Source: an optimization exercise on an open RTL-to-GDS flow (aim: small area). Production flows keep margins and buffers that such runs may drop.
Power and IR drop assume default switching activity.

run A:
// axi_master_top
module axi_master_top (
    input  wire        ACLK,
    input  wire        ARESETN,
    input  wire        start_i,
    output wire [8:0]  M_AXI_AWADDR,
    output wire        M_AXI_AWVALID,
    input  wire        M_AXI_AWREADY,
    output wire [31:0] M_AXI_WDATA,
    output wire        M_AXI_WLAST,
    output wire        M_AXI_WVALID,
    input  wire        M_AXI_WREADY,
    input  wire [1:0]  M_AXI_BRESP,
    input  wire        M_AXI_BVALID,
    output wire        M_AXI_BREADY,
    output wire [8:0]  M_AXI_ARADDR,
    output wire        M_AXI_ARVALID,
    input  wire        M_AXI_ARREADY,
    input  wire [31:0] M_AXI_RDATA,
    input  wire [1:0]  M_AXI_RRESP,
    input  wire        M_AXI_RLAST,
    input  wire        M_AXI_RVALID,
    output wire        M_AXI_RREADY,
    output wire        ERROR
);
   wire [2:0] awaddr, araddr;
   wire [3:0] wdata;
   wire       ready;
   assign M_AXI_AWADDR  = {awaddr, 6'd0};
   assign M_AXI_ARADDR  = {araddr, 6'd0};
   assign M_AXI_WDATA   = {28'd0, wdata};
   assign M_AXI_BREADY  = ready;
   assign M_AXI_RREADY  = ready;
   axi_master u_master (
      .ACLK(ACLK),
      .ARESETN(ARESETN),
      .start_i(start_i),
      .awaddr(awaddr),
      .awvalid(M_AXI_AWVALID),
      .AWREADY(M_AXI_AWREADY),
      .wdata(wdata),
      .wlast(M_AXI_WLAST),
      .wvalid(M_AXI_WVALID),
      .WREADY(M_AXI_WREADY),
      .BRESP1(M_AXI_BRESP[1]),
      .BVALID(M_AXI_BVALID),
      .bready(ready),
      .araddr(araddr),
      .arvalid(M_AXI_ARVALID),
      .ARREADY(M_AXI_ARREADY),
      .RDATA(M_AXI_RDATA),
      .RRESP1(M_AXI_RRESP[1]),
      .RLAST(M_AXI_RLAST),
      .RVALID(M_AXI_RVALID),
      .error_reg(ERROR)
   );
endmodule
Size in the first run: about 100 I/O pins, roughly 1800 sq um of cells after synthesis.
export LEC_CHECK = 0
export CAP_MARGIN = 20
export CORE_MARGIN = 2
export CORE_UTILIZATION = 40
export PLACE_DENSITY = 0.6
export SLEW_MARGIN = 20
create_clock -name core_clock -period 5.0 [get_ports {ACLK}]
standard.sh (not shown) runs the stock make flow with config.mk's settings and CLKGATE_MAP_FILE= SYNTH_SCRIPT=/design/flow/synth_recipe.tcl, a recipe that flattens the netlist after the stock synthesis.
==> flow/flow/run.sh <==
#!/bin/bash
# The standard layout (the standard.sh: standard synthesis, floorplan, place,
# CTS, route) with three changes to how the layout is made:
#  - constant outputs share the single tie cell synthesis gives them instead of
#    one tie cell per port (each with an unused second output);
#  - the port buffers are the smallest buffer, sky130_fd_sc_hd__buf_1 (repair
#    may still resize them);
#  - optional CTS arguments from flow/cts_args.txt.
set -euo pipefail
export SKIP_REPAIR_TIE_FANOUT=1
export BUFFER_PORTS_ARGS="-buffer_cell sky130_fd_sc_hd__buf_1"
if [[ -s flow/cts_args.txt ]]; then
  export CTS_ARGS="$(cat flow/cts_args.txt)"
fi
bash standard.sh finish > standard_flow.log 2>&1
==> flow/flow/cts_args.txt <==
-repair_clock_nets -buf_list sky130_fd_sc_hd__clkbuf_8 -dont_use_dummy_load -sink_buffer_max_cap_derate 1.0 -sink_clustering_enable -sink_clustering_size 30
Run A completed end to end with timing, DRC and antenna clean.
diff inputs: run A => run B
==> flow/flow/cts_args.txt <==
-repair_clock_nets -buf_list sky130_fd_sc_hd__clkbuf_16 -dont_use_dummy_load
## What came out
Cmp run A and run B / clock network power share / lower: run A. Against run A, run B comes in 1.9 points higher on area growth from synthesis to layout. Run B ended up with a higher global-route usage over all layers than run A did. Higher wire length per cell among run A and run B: run B. Run B gives less final cycle utilization of the critical path than run A did. Against run A, run B comes in 3.8 MHz higher on achievable clock frequency. Vias: run B more than run A. Between run A and run B, the flow reports final cell area excluding filler cells increasing slightly.
Modified inputs, run C compared to run B
removed: flow/flow/cts_args.txt
Notes after the runs:
Diff run B..run C | cell area | negligible. Diff run C..run B | sequential fraction of total cell area | negligible. Compared with run B, run C shows a higher worst hold slack. Against run B, run C comes in 1.15 ns lower on worst path arrival time. There was hardly any difference in total combinational power between run C and run B. Diff run C..run B | horizontal extent of the die | unchanged. Run C ends up with a signed area change from the synthesized netlist to the final layout that is 0.21 points lower than in run B.
Function was not checked in any run of this note: the RTL went through the layout flow alone.

[re-timing with driven ports]
Ports are ideal in the flow. The routed layouts listed here were re-timed in OpenROAD. Step 1 (the two cells are an assumption about what drives the block):
set clk [get_ports {ACLK}]
set_driving_cell -lib_cell sky130_fd_sc_hd__clkbuf_16 $clk
set_driving_cell -lib_cell sky130_fd_sc_hd__buf_2 [delete_from_list [all_inputs] $clk]
Step 2 moves the port delays by t, midway between the first and last clock arrival at a register: inputs arrive t later, outputs are due t later. That takes back most of the time a late clock gives input paths. Slacks: ideal ports / drivers / drivers and shift; pairs: ideal ports / drivers.
run	t, ns	setup WS [ns]	worst setup path at the end
run A	0.293	2.705 / 2.678 / 2.448	input to register
run B	0.285	2.725 / 2.702 / 2.448	input to register
run C	0.296	2.703 / 2.680 / 2.456	input to register
After both steps setup and hold are still met in every run listed. The setup slack of run B, which loses most, moves by -0.023 ns with the drivers and by -0.277 ns with both steps.
